This design comes from an exercise in tuning for small area, a short achievable clock period and few clock cycles on the open sky130 flow, not from production work.
Only the layout flow was run in this run; the RTL was not checked for function there.
No activity file was given, so power comes from the tool's default toggle rates.

==> flow/run.sh <==
#!/bin/bash
# synth_recipe.tcl (not shown) runs the flow's synth.tcl, then flattens the netlist and writes it again
# the make line also repeats each setting of config.mk as NAME=value (left out here)
make -C /OpenROAD-flow-scripts/flow DESIGN_CONFIG=/design/flow/config.mk WORK_HOME=/design/flow/orfs CLKGATE_MAP_FILE= SYNTH_SCRIPT=/design/flow/synth_recipe.tcl finish
==> flow/config.mk <==
export PLATFORM = sky130hd
export DESIGN_NAME = mips_pipeline
export DESIGN_NICKNAME = mips_pipeline
export VERILOG_FILES = /design/flow/design.v
export SDC_FILE = /design/flow/constraint.sdc
export NUM_CORES = 8
export LEC_CHECK = 0
export CAP_MARGIN = 20
export CORE_MARGIN = 2
export CORE_UTILIZATION = 40
export SLEW_MARGIN = 20
==> flow/constraint.sdc <==
create_clock -name core_clock -period 7.5 [get_ports {clk}]
set_input_delay 1.5000 -clock core_clock [delete_from_list [all_inputs] [get_ports {clk}]]
set_output_delay 1.5000 -clock core_clock [all_outputs]
set_load 0.01 [all_outputs]
==> flow/design.v <==
module Adder (out ,in1, in2);
input wire signed [31:0] in1, in2;
output wire [31:0] out;
assign out = in1 + in2;
endmodule 
module ShiftLeft2(out, in);
input [31:0]in;
output [31:0]out;
assign out = in << 2;
endmodule
module SignExtend(in ,out);
input  [15:0] in;
output [31:0] out;
assign out =  (in[15] == 1)? {16'hffff , in} : 
              (in[15] == 0)? {16'h0000 ,in}  : 16'hxxxx;
endmodule
module mux_3input_out1 #(parameter integer LENGTH = 8) (
    input wire [LENGTH-1:0] in1,
    input wire [LENGTH-1:0] in2,
    input wire [LENGTH-1:0] in3,
    input wire [1:0] sel,
    output reg [LENGTH-1:0] out
);
    always @* begin
        case (sel)
            2'b00: out = in1;
            2'b01: out = in2;
            2'b10: out = in3;
            default: out = in1;  
        endcase
    end
endmodule  
module ALU32Bit(data1, data2, ALUControl, shiftAmount, ALUResult);
input wire signed [31:0] data1,data2;
input wire [3:0] ALUControl;
input wire [4:0] shiftAmount;
output reg signed [31:0] ALUResult;
wire [31:0] neg_data2;
assign neg_data2 = -data2;
parameter ADD = 4'b0000;
parameter SUB = 4'b0001;
parameter AND = 4'b0010;
parameter OR = 4'b0011;
parameter SHFT_L = 4'b0100;
parameter SHFT_R_L = 4'b0101;
parameter SHFT_R_A = 4'b0110;
parameter GREATER = 4'b0111;
parameter LESS = 4'b1000;
parameter NOR = 4'b1001;
always @(*)
begin
case(ALUControl)
ADD: 
	ALUResult = data1 + data2;
SUB:
	ALUResult = data1 + neg_data2;
AND:
	ALUResult = data1 & data2;
OR:
	ALUResult = data1 | data2;
SHFT_L:
	ALUResult = data2 << shiftAmount;
SHFT_R_L:
	ALUResult = data2 >> shiftAmount;
SHFT_R_A:
	ALUResult = data2 >>> shiftAmount;
GREATER:
	begin
	if(data1 > data2)
	ALUResult = 1;
	else
	ALUResult = 0;
	end
LESS:
	begin
	if(data1 < data2)
	ALUResult = 1;
	else
	ALUResult = 0;
	end
NOR:
	begin
	ALUResult = ~(data1 | data2);
	end
default:
	ALUResult = data1 + data2;
endcase
end
endmodule
module ALUControl(clk, ALUControl, ALUOp, funct);
input clk;
input [3:0] ALUOp;
input [5:0] funct;
output [3:0] ALUControl;
assign ALUControl = 	(ALUOp == 4'b0000) ? 4'b0000:
			(ALUOp == 4'b0001) ? 4'b0001:
			(ALUOp == 4'b0011) ? 4'b0010:
			(ALUOp == 4'b0100) ? 4'b0011:
			(ALUOp == 4'b0101) ? 4'b1000:
			(ALUOp == 4'b0010) ? 
				((funct == 6'b100000) ? 4'b0000:
				 (funct == 6'b100010) ? 4'b0001:
				 (funct == 6'b100100) ? 4'b0010:
				 (funct == 6'b100101) ? 4'b0011:
				 (funct == 6'b100111) ? 4'b1001:
				 (funct == 6'b101010) ? 4'b1000:
				 (funct == 6'b000000) ? 4'b0100:
				 (funct == 6'b000010) ? 4'b0101 : 4'b0000): 4'b0000;
endmodule
module PC (
    input wire clk,           
    input wire rst,           
    input wire hold,          
    input wire [31:0] pc_in,  
    output wire [31:0] pc_out  
);
    reg [31:0] current_pc;
    always @(posedge clk or posedge rst) begin
        if (rst)
            current_pc <= 32'h00000000;  
        else if (!hold)
            current_pc <= pc_in;         
    end
    assign pc_out = current_pc;
endmodule
module IF_ID_reg(PCplus4 ,instrIn ,instrOut ,clk ,hold,PCplus4Out,IF_flush,reset);
  input wire [31:0] instrIn,PCplus4;
  input clk ,hold,IF_flush,reset;
  output reg [31:0] instrOut, PCplus4Out;
  always @(posedge clk or posedge reset)
    begin
      if (reset)
        begin
      instrOut <= 32'b0;
        end
      else if (hold==1'b0)
        begin
          if (IF_flush==1'b1)
            instrOut <= 32'b0;
          else
            instrOut <= instrIn;
        end
    end
  always @(posedge clk)
    begin
      if (hold==1'b0)
        PCplus4Out<=PCplus4;
    end
endmodule
module ID_EX_reg (
    input wire clk,           
    input wire reset,         
    input wire RegWrite, MemtoReg, MemWrite, MemRead, ALUSrc, RegDst,
    input wire [3:0] ALUOp,
    input wire [31:0] rs,     
    input wire [31:0] rt,     
    input wire [31:0] imm,    
    input wire [14:0] regs,   
    output reg RegWriteOut, MemtoRegOut, MemWriteOut, MemReadOut, ALUSrcOut, RegDstOut,
    output reg [3:0] ALUOpOut,
    output reg [31:0] rs_out,
    output reg [31:0] rt_out,
    output reg [31:0] imm_out,
    output reg [4:0] rsNum, rtNum, rdNum
);
    always @(posedge clk or posedge reset) begin
        if (reset) begin
            RegWriteOut <= 1'b0;
            MemWriteOut <= 1'b0;
            MemReadOut <= 1'b0;
        end else begin
            RegWriteOut <= RegWrite;
            MemWriteOut <= MemWrite;
            MemReadOut <= MemRead;
        end
    end
    always @(posedge clk) begin
        MemtoRegOut <= MemtoReg;
        ALUSrcOut <= ALUSrc;
        RegDstOut <= RegDst;
        ALUOpOut <= ALUOp;
        rs_out <= rs;
        rt_out <= rt;
        imm_out <= imm;
        rsNum <= regs[14:10];
        rtNum <= regs[9:5];
        rdNum <= regs[4:0];
    end
endmodule
module EX_MemReg (clk,reset,RegWrite, MemtoReg,MemWrite, MemRead,ALUresult,writedata,writeReg,RegWriteOut, MemtoRegOut,MemWriteOut
			,MemReadOut,ALUresultOut,writedataOut,writeRegOut);
  input clk, reset;
  input RegWrite, MemtoReg;
  input MemWrite, MemRead; 
  input [31:0] ALUresult,writedata;
  input [4:0] writeReg;
  output reg RegWriteOut, MemtoRegOut ,MemWriteOut, MemReadOut;
  output reg [31:0] ALUresultOut,writedataOut;
  output reg [4:0] writeRegOut;
  always@(posedge clk or posedge reset)
    begin
      if (reset)
        begin
      RegWriteOut <= 1'b0;
      MemWriteOut <= 1'b0;
      MemReadOut <= 1'b0;
        end
      else
        begin
      RegWriteOut <= RegWrite;
      MemWriteOut <= MemWrite;
      MemReadOut <= MemRead;
        end
    end
  always@(posedge clk)
    begin
      MemtoRegOut <= MemtoReg;
      ALUresultOut<=ALUresult;
      writedataOut<=writedata;
      writeRegOut<=writeReg;
    end
endmodule
module Mem_WbReg (
    input wire clk,
    input wire reset,
    input wire RegWrite, MemtoReg,
    input wire [31:0] ALUresult,
    input wire [31:0] readData,
    input wire [4:0] writeReg,
    output reg RegWriteOut, MemtoRegOut,
    output reg [31:0] readDataOut,
    output reg [31:0] ALUresultOut,
    output reg [4:0] writeRegOut
);
    always @(posedge clk or posedge reset) begin
        if (reset)
            RegWriteOut <= 1'b0;
        else
            RegWriteOut <= RegWrite;
    end
    always @(posedge clk) begin
        MemtoRegOut <= MemtoReg;
        readDataOut <= readData;
        ALUresultOut <= ALUresult;
        writeRegOut <= writeReg;
    end
endmodule
module ForwardingUnit (EX_MemRegwrite,EX_MemWriteReg,EX_MemMemRead,Mem_WbRegwrite,Mem_WbWriteReg,ID_Ex_Rs,ID_Ex_Rt,IF_ID_Rs,IF_ID_Rt,upperMux_sel,lowerMux_sel, comparatorMux1Selector,comparatorMux2Selector);
  input EX_MemRegwrite, EX_MemMemRead, Mem_WbRegwrite;
  input [4:0] EX_MemWriteReg , Mem_WbWriteReg, ID_Ex_Rs, ID_Ex_Rt, IF_ID_Rs, IF_ID_Rt;
  output reg [1:0] upperMux_sel, lowerMux_sel;
  output reg comparatorMux1Selector,comparatorMux2Selector;
  always@(*)
    begin
      if (EX_MemRegwrite && (EX_MemWriteReg != 5'd0) && (EX_MemWriteReg == ID_Ex_Rs))
        upperMux_sel = 2'b10;
      else if (Mem_WbRegwrite && (Mem_WbWriteReg != 5'd0) && (Mem_WbWriteReg == ID_Ex_Rs))
        upperMux_sel = 2'b01;
      else  
        upperMux_sel = 2'b00;
      if (EX_MemRegwrite && (EX_MemWriteReg != 5'd0) && (EX_MemWriteReg == ID_Ex_Rt))
        lowerMux_sel = 2'b10;
      else if (Mem_WbRegwrite && (Mem_WbWriteReg != 5'd0) && (Mem_WbWriteReg == ID_Ex_Rt))
        lowerMux_sel = 2'b01;
      else  
        lowerMux_sel = 2'b00;
      comparatorMux1Selector = EX_MemRegwrite && !EX_MemMemRead && (EX_MemWriteReg != 5'd0) && (EX_MemWriteReg == IF_ID_Rs);
      comparatorMux2Selector = EX_MemRegwrite && !EX_MemMemRead && (EX_MemWriteReg != 5'd0) && (EX_MemWriteReg == IF_ID_Rt);
    end
endmodule
module HazardDetectionUnit(ID_ExMemRead,EX_MemMemRead,ID_Ex_Rt,EX_MemWriteReg,IF_ID_Instr,beqWaited,holdPC,holdIF_ID,muxSelector);
  input ID_ExMemRead,EX_MemMemRead,beqWaited;
  input [4:0] ID_Ex_Rt, EX_MemWriteReg;
  input [31:0] IF_ID_Instr;
  output reg holdPC, holdIF_ID, muxSelector;
  parameter beqOPcode=6'b000100;
  reg stall;
  always@(*)
    begin
      stall = 1'b0;
      if (ID_ExMemRead && (ID_Ex_Rt==IF_ID_Instr[25:21] || ID_Ex_Rt==IF_ID_Instr[20:16]))
        stall = 1'b1;
      if ((IF_ID_Instr[31:26]==beqOPcode) && !beqWaited)
        stall = 1'b1;
      if ((IF_ID_Instr[31:26]==beqOPcode) && EX_MemMemRead && (EX_MemWriteReg != 5'd0)
          && (EX_MemWriteReg==IF_ID_Instr[25:21] || EX_MemWriteReg==IF_ID_Instr[20:16]))
        stall = 1'b1;
      holdPC = stall;
      holdIF_ID = stall;
      muxSelector = stall;
    end
endmodule
module register_file (
    input wire [4:0] rs,  
    input wire [4:0] rt,  
    input wire [4:0] rd,  
    input wire [31:0] writeData,  
    input wire RegWrite,  
    input wire clk,  
    output wire [31:0] readData1,  
    output wire [31:0] readData2  
);
reg [31:0] registers [1:31];  
always @(posedge clk) begin
    if (RegWrite && (rd != 5'd0)) begin
        registers[rd] <= writeData;
    end
end
assign readData1 = (rs == 5'd0) ? 32'd0 : (RegWrite && (rd == rs)) ? writeData : registers[rs];
assign readData2 = (rt == 5'd0) ? 32'd0 : (RegWrite && (rd == rt)) ? writeData : registers[rt];
endmodule
module ControlUnit(
    input [5:0] Opcode,
    input [5:0] Funct,
    output reg RegDst, Branch, MemRead, MemtoReg,
    output reg [3:0] ALUOp,
    output reg MemWrite, ALUSrc, RegWrite
);
always @(*)
begin
    RegDst    = 1'b0;
    Branch    = 1'b0;
    MemRead   = 1'b0;
    MemtoReg  = 1'b0;
    ALUOp     = 4'b0000;
    MemWrite  = 1'b0;
    ALUSrc    = 1'b0;
    RegWrite  = 1'b0;
    case(Opcode)
        6'b000000: begin  
            RegDst    = 1'b1;
            ALUOp     = 4'b0010;
            case(Funct)
                6'b100000, 6'b100010, 6'b100100, 6'b100101,
                6'b100111, 6'b101010, 6'b000000, 6'b000010: RegWrite = 1'b1;
                default: RegWrite = 1'b0;
            endcase
        end
        6'b100011: begin  
            RegWrite  = 1'b1;
            ALUSrc    = 1'b1;
            MemtoReg  = 1'b1;
            MemRead   = 1'b1;
        end
        6'b101011: begin  
            ALUSrc    = 1'b1;
            MemWrite  = 1'b1;
        end
        6'b000100: begin  
            Branch    = 1'b1;
            ALUOp     = 4'b0001;
        end
        6'b001000: begin  
            RegWrite  = 1'b1;
            ALUSrc    = 1'b1;
        end
        6'b001100: begin  
            RegWrite  = 1'b1;
            ALUSrc    = 1'b1;
            ALUOp     = 4'b0011;
        end
        6'b001101: begin  
            RegWrite  = 1'b1;
            ALUSrc    = 1'b1;
            ALUOp     = 4'b0100;
        end
        6'b001010: begin  
            RegWrite  = 1'b1;
            ALUSrc    = 1'b1;
            ALUOp     = 4'b0101;
        end
        default: begin  
        end
    endcase
end
endmodule
module mips_pipeline (
    input  wire        clk,
    input  wire        reset,
    output wire [31:0] imem_addr,
    input  wire [31:0] imem_rdata,
    output wire [31:0] dmem_addr,
    output wire [31:0] dmem_wdata,
    output wire        dmem_we,
    output wire        dmem_re,
    input  wire [31:0] dmem_rdata
);
wire [31:0] nextPC, readPC, PCPlus4IF, PCPlus4ID;
wire [31:0] branchAddress;
wire [31:0] instructionID;
wire [31:0] registerData1ID, registerData2ID, registerData1EX, registerData2EX;
wire [31:0] signExtendOutID, signExtendOutEX;
wire [31:0] shiftOut;
wire [3:0] ALUOpID, ALUOpEX;
wire [4:0] rsEX ,rtEX ,rdEX;
wire [31:0] ALUData1, ALUData2;
wire [31:0] ALUData2Mux_1Out;
wire [4:0] regDstMuxOut;
wire [31:0] ALUResultEX, ALUResultMEM, ALUResultWB;
wire [31:0] memoryWriteDataMEM;
wire [4:0] writeRegMEM, writeRegWB;
wire [1:0] upperMux_sel, lowerMux_sel;
wire comparatorMux1Selector,comparatorMux2Selector;
wire [31:0] comparatorMux1Out, comparatorMux2Out;
wire [31:0] memoryReadDataWB;
wire [31:0] regWriteDataMEM;
wire [3:0] ALUControl;
wire holdPC, holdIF_ID, hazardMuxSelector;
wire RegDstID, branchID, MemReadID, MemtoRegID, MemWriteID, ALUSrcID, RegWriteID;
wire RegDstEX, MemReadEX, MemtoRegEX, MemWriteEX, ALUSrcEX, RegWriteEX;
wire RegWriteMEM, MemtoRegMEM, MemWriteMEM, MemReadMEM;
wire RegWriteWB, MemtoRegWB;
wire equalFlag, PCMuxSel;
reg beqWaited;
PC PCRegister(.clk(clk), .rst(reset), .hold(holdPC), .pc_in(nextPC), .pc_out(readPC));
assign imem_addr = readPC;
Adder PCAdder(PCPlus4IF ,readPC, 32'h00000004);
assign nextPC = PCMuxSel ? branchAddress : PCPlus4IF;
assign PCMuxSel = branchID & equalFlag & ~holdPC;
IF_ID_reg IF_ID(PCPlus4IF, imem_rdata, instructionID, clk, holdIF_ID, PCPlus4ID, PCMuxSel, reset);
ControlUnit controlUnit(.Opcode(instructionID[31:26]), .Funct(instructionID[5:0]), .RegDst(RegDstID), .Branch(branchID),
			.MemRead(MemReadID), .MemtoReg(MemtoRegID), .ALUOp(ALUOpID), .MemWrite(MemWriteID), .ALUSrc(ALUSrcID),
			.RegWrite(RegWriteID));
register_file registerFile(.rs(instructionID[25:21]), .rt(instructionID[20:16]), .rd(writeRegWB), .writeData(regWriteDataMEM),
			.RegWrite(RegWriteWB), .clk(clk), .readData1(registerData1ID), .readData2(registerData2ID));
assign comparatorMux1Out = comparatorMux1Selector ? ALUResultMEM : registerData1ID;
assign comparatorMux2Out = comparatorMux2Selector ? ALUResultMEM : registerData2ID;
assign equalFlag = (comparatorMux1Out == comparatorMux2Out);
SignExtend signExtend(instructionID[15:0], signExtendOutID);
ShiftLeft2 shiftLeft2(shiftOut, signExtendOutID);
Adder branchAdder(branchAddress, shiftOut, PCPlus4ID);
HazardDetectionUnit hazardUnit(.ID_ExMemRead(MemReadEX), .EX_MemMemRead(MemReadMEM), .ID_Ex_Rt(rtEX), .EX_MemWriteReg(writeRegMEM),
			.IF_ID_Instr(instructionID), .beqWaited(beqWaited), .holdPC(holdPC), .holdIF_ID(holdIF_ID),
			.muxSelector(hazardMuxSelector));
always @(posedge clk or posedge reset)
  if (reset)
    beqWaited <= 1'b0;
  else
    beqWaited <= holdIF_ID & branchID;
ID_EX_reg ID_EX(.clk(clk), .reset(reset),
		.RegWrite(RegWriteID & ~hazardMuxSelector), .MemtoReg(MemtoRegID), .MemWrite(MemWriteID & ~hazardMuxSelector),
		.MemRead(MemReadID & ~hazardMuxSelector), .ALUSrc(ALUSrcID), .RegDst(RegDstID), .ALUOp(ALUOpID),
		.rs(registerData1ID), .rt(registerData2ID), .imm(signExtendOutID), .regs(instructionID[25:11]),
		.RegWriteOut(RegWriteEX), .MemtoRegOut(MemtoRegEX), .MemWriteOut(MemWriteEX), .MemReadOut(MemReadEX),
		.ALUSrcOut(ALUSrcEX), .RegDstOut(RegDstEX), .ALUOpOut(ALUOpEX),
		.rs_out(registerData1EX), .rt_out(registerData2EX), .imm_out(signExtendOutEX),
		.rsNum(rsEX), .rtNum(rtEX), .rdNum(rdEX));
mux_3input_out1 #(32) ALUData1Mux(.in1(registerData1EX), .in2(regWriteDataMEM), .in3(ALUResultMEM), .sel(upperMux_sel), .out(ALUData1));
mux_3input_out1 #(32) ALUData2Mux_1(.in1(registerData2EX), .in2(regWriteDataMEM), .in3(ALUResultMEM), .sel(lowerMux_sel), .out(ALUData2Mux_1Out));
assign ALUData2 = ALUSrcEX ? signExtendOutEX : ALUData2Mux_1Out;
ALUControl AluControl(clk, ALUControl, ALUOpEX, signExtendOutEX[5:0]);
ALU32Bit ALU(.data1(ALUData1), .data2(ALUData2), .ALUControl(ALUControl), .shiftAmount(signExtendOutEX[10:6]), .ALUResult(ALUResultEX));
assign regDstMuxOut = RegDstEX ? rdEX : rtEX;
EX_MemReg EX_MEM(clk, reset, RegWriteEX, MemtoRegEX, MemWriteEX, MemReadEX, ALUResultEX, ALUData2Mux_1Out
		,regDstMuxOut, RegWriteMEM, MemtoRegMEM, MemWriteMEM, MemReadMEM, ALUResultMEM, memoryWriteDataMEM, writeRegMEM);
ForwardingUnit forwardingUnit(.EX_MemRegwrite(RegWriteMEM), .EX_MemWriteReg(writeRegMEM), .EX_MemMemRead(MemReadMEM),
			.Mem_WbRegwrite(RegWriteWB), .Mem_WbWriteReg(writeRegWB), .ID_Ex_Rs(rsEX), .ID_Ex_Rt(rtEX),
			.IF_ID_Rs(instructionID[25:21]), .IF_ID_Rt(instructionID[20:16]),
			.upperMux_sel(upperMux_sel), .lowerMux_sel(lowerMux_sel),
			.comparatorMux1Selector(comparatorMux1Selector), .comparatorMux2Selector(comparatorMux2Selector));
assign dmem_addr  = ALUResultMEM;
assign dmem_wdata = memoryWriteDataMEM;
assign dmem_we    = MemWriteMEM;
assign dmem_re    = MemReadMEM;
Mem_WbReg MEM_WB(.clk(clk), .reset(reset), .RegWrite(RegWriteMEM), .MemtoReg(MemtoRegMEM), .ALUresult(ALUResultMEM),
		.readData(dmem_rdata), .writeReg(writeRegMEM), .RegWriteOut(RegWriteWB), .MemtoRegOut(MemtoRegWB),
		.readDataOut(memoryReadDataWB), .ALUresultOut(ALUResultWB), .writeRegOut(writeRegWB));
assign regWriteDataMEM = MemtoRegWB ? memoryReadDataWB : ALUResultWB;
endmodule
==> run notes <==
==> Yosys cell counts, types with 85 or more instances <==
cell,n
a211oi_1,85
a21oi_1,202
buf_2,85
clkbuf_1,193
dfxtp_1,236
edfxtp_1,1024
ha_1,126
inv_1,190
mux2i_1,237
mux4_2,438
nand2_1,433
nand3_1,104
nor2_1,301
o21ai_0,257
xnor2_1,109
==> cell families after synthesis <==
family	Yosys count
muxes	754
buffers and inverters	616
xor gates and xnor gates	145
and+or+nand+nor	1296
AOI/OAI and AO/OA	1328
DFF	1332
adders and majority gates	129
==> stage by stage <==
stage                     power, mW  utilization, %  hold WS [ns]  instances
after global placement         15.4            43.0         0.312       7961
after detailed placement       15.4            43.0         0.314       7961
after floorplan                12.6               -         0.310       5600
final                          22.8            45.7         0.335       8246
after CTS                      22.7            45.7         0.326       8231
after global routing           23.4            45.7         0.337       8237
==> area by class of cell <==
cell class | instances | area [sq um] | area share [%]
flip-flops and latches | 1332 | 37300 | 45.7
multi-input cells | 3652 | 31900 | 39.1
clock buffers | 185 | 3870 | 4.74
repair buffers | 425 | 3860 | 4.73
well taps | 2355 | 2950 | 3.61
clock inverters | 85 | 978 | 1.20
inverters | 197 | 742 | 0.909
diodes | 15 | 37.5 | 0.0460
==> registers in the layout (all words and copies together) (netlist names), 3 cells and up <==
signal,count
ID_EX.imm_out,16
ID_EX.ALUOpOut,3
ID_EX.rsNum,5
MEM_WB.ALUresultOut,32
EX_MEM.ALUresultOut,32
EX_MEM.writedataOut,32
MEM_WB.writeRegOut,5
ID_EX.rs_out,32
MEM_WB.readDataOut,32
IF_ID.PCplus4Out,32
registerFile.registers,992
IF_ID.instrOut,32
ID_EX.rtNum,5
PCRegister.current_pc,32
EX_MEM.writeRegOut,5
ID_EX.rt_out,32
==> where the power goes <==
part / switching, mW / internal (mW) / total [mW]
Sequential: 0.426 / 9.14 / 9.56
Clock: 3.21 / 4.16 / 7.37
Combinational: 4.01 / 1.88 / 5.89
==> worst max-delay path, delay by kind of cell, from the launching register on <==
family                     cells  cell delay (ns)
buffers and inverters          3             1.47
DFF                            1             0.52
adders and majority gates      1             0.31
and+or+nand+nor                3             1.00
AOI/OAI and AO/OA             10             2.49
muxes                          2             1.19
==> final timing paths <==
check | slack [ns] | to | start | depth (start not counted)
max reg2reg | 0.36 | EX_MEM.ALUresultOut[0]$_DFF_P_ | MEM_WB.MemtoRegOut$_DFF_P_ | 19
min reg2reg | 0.34 | MEM_WB.MemtoRegOut$_DFF_P_ | EX_MEM.MemtoRegOut$_DFF_P_ | 0
min in group asynchronous | 1.33 | PCRegister.current_pc[0]$_DFFE_PP0P_ | reset | 3
max in group asynchronous | 5.40 | IF_ID.instrOut[22]$_DFFE_PP0P_ | reset | 3
max | 0.36 | EX_MEM.ALUresultOut[0]$_DFF_P_ | MEM_WB.MemtoRegOut$_DFF_P_ | 19
min | 0.34 | MEM_WB.MemtoRegOut$_DFF_P_ | EX_MEM.MemtoRegOut$_DFF_P_ | 0
==> routing by layer <==
layer  global-route usage (%)  share of wire [%]  up-vias
li1                         -                  -    22463
met1                     40.0                 38    27760
met2                     47.0                 45     3602
met3                     7.32                 11      811
met4                     17.3                6.2       14
met5                        0              0.034        -
==> results.cfg <==
[grt]
grt-ovfl-total = 0
grt_util_all_layers_pct = 30.7
first_global_vias = 52757
grt_first_pass_wirelength_mm = 402
antenna_found_initial = 22
grt_max_degree = 73

[timing]
setup_viol = 0
rsz0062_at_grt = false
maxSlewViolCount = 0
fin_tns_setup_ns = 0
slew_headroom_pct = 11.6
final-hold-violation-count = 0
fmax_mhz = 140
tightest_slew_ns = 1.32
layout_setup_ws_ns = 0.362
fin_skew_ns = 0.0559
post-route-min-period_ns = 7.14
fin_crit_sh_pct = 95.2

[synth]
synth-xor-area-share_pct = 1.76
synth_seq_cells = 1332
ys.flop_type = edfxtp_1
synth_top_family_by_area = multiplexers
synthesis.area_sq_mm = 0.0720
syn_inst = 5600
avgSynthCellArea_sq_um = 12.9
yosysSeqAreaShare_pct = 51.8
yosys.area.top_type = edfxtp_1
yosysWarningCount = 12
syn-num-nets = 5795
synthSimpleGateAreaFrac_pct = 8.65
synth.distinct_cells = 114
synth.area.top_cells = edfxtp_1 (43%), mux4_2 (14%), dfxtp_1 (6.6%)
synth_top_area_share_pct = 42.7
synth_mux_area_share_pct = 18.3
synthAdderAreaFrac_pct = 2.27
synthArstFlopShare_pct = 5.41
synth_compound_area_share_pct = 12.8
synth_edf_count = 1024

[setup_path]
critPathCaptureType = register
cpPeakStageDelay_ns = 1.04
critPathSlowestCell = clkinv_1
cp_cell_sequence = buf_4 > mux2i_1 > clkinv_1 > nor4_1 > o31a_1 > inv_1 > mux2i_1 > ha_1 > o21ai_0 > nand2b_1 > o31ai_1 > o21ai_0 > a21oi_1 > o31a_1 > o21ai_0 > a31oi_1 > or3_1 > a41oi_1 > o211ai_1
crit_top_cell = o21ai_0
cp.required_ns = 8.17
arrival_ns = 7.81
critical_path_class = register to register
critPathLaunchType = register
cp_max_fo = 34

[cts]
cts_buffer_depth = 3
path_clk_slew_ns = 0.06
root_buffer = clkbuf_16
clock_sinks = 1332
clock_latency_ns = 0.84
cts_tree = yes
htreeDepth = 4
cts_buffers = 145
postCtsSetupBuffers = 0
ctsResizeCount = 0
hold_buffers = 0

[place]
port_buffers = 163
placed_cell_area_sq_mm = 0.0768
pre_cts_ws_ns = 0.816
hpwl_mm = 196
gp_congestion = 1.00

[floorplanning]
pin_count = 164
die_w_um = 428
floorplan.initialDensity_pct = 40.3
dieArea_sq_mm = 0.183
core_sq_mm = 0.179
die_h_um = 428
fp-row-count = 155

[min_path]
min_path_type = register to register

[cells_and_area]
nets = 5948
post-route-cell-area_sq_mm = 0.0817
drive_above_1_share_pct = 19.3
final_common_cell = edfxtp_1
fill_cells = 15863
syn2layout_area_growth_pct = 13.4
final_cell_mix = edfxtp_1 (1024), mux4_2 (438), nand2_1 (433), nor2_1 (266), o21ai_0 (256)

[pwr]
leakagePower_nw = 28.3
ir_worst_vdd_uv = 259
power_density_mw_per_mm2 = 279

[run]
drv_cap = 0

[routing]
wl_per_cell_um = 35.1
firstDrtPassIters = 6
wirelength_mm = 289
viasPerCell = 6.63
drtAntennaViolNets = 0
vias = 54650
drc = 0
drtIter0Drc = 8093

[status]
status = timing/DRC/antenna clean

==> re-timing with driven ports <==
The results above use ideal ports. As a check the final layout listed here was re-extracted and re-timed, cells and wires unchanged.
Step 1, drivers: a clkbuf_16 drives clk and a buf_2 each remaining input, both assumed.
Step 2 times the ports against the registers' clock, not the clock port: input delays grow and output delays shrink by t, the midpoint of the rising clock arrivals with the driver on.
Slacks: no drivers / after step 1 / after step 2; pairs: no drivers / after step 1.
t (ns): 0.899
setup WS [ns]: 0.362 / 0.362 / 0.362
hold slack, ns: 0.335 / 0.335 / 0.335
After both steps this run still meets setup and hold. The setup slack of this run moves by 0.000 ns with the drivers and by 0.000 ns with both steps.
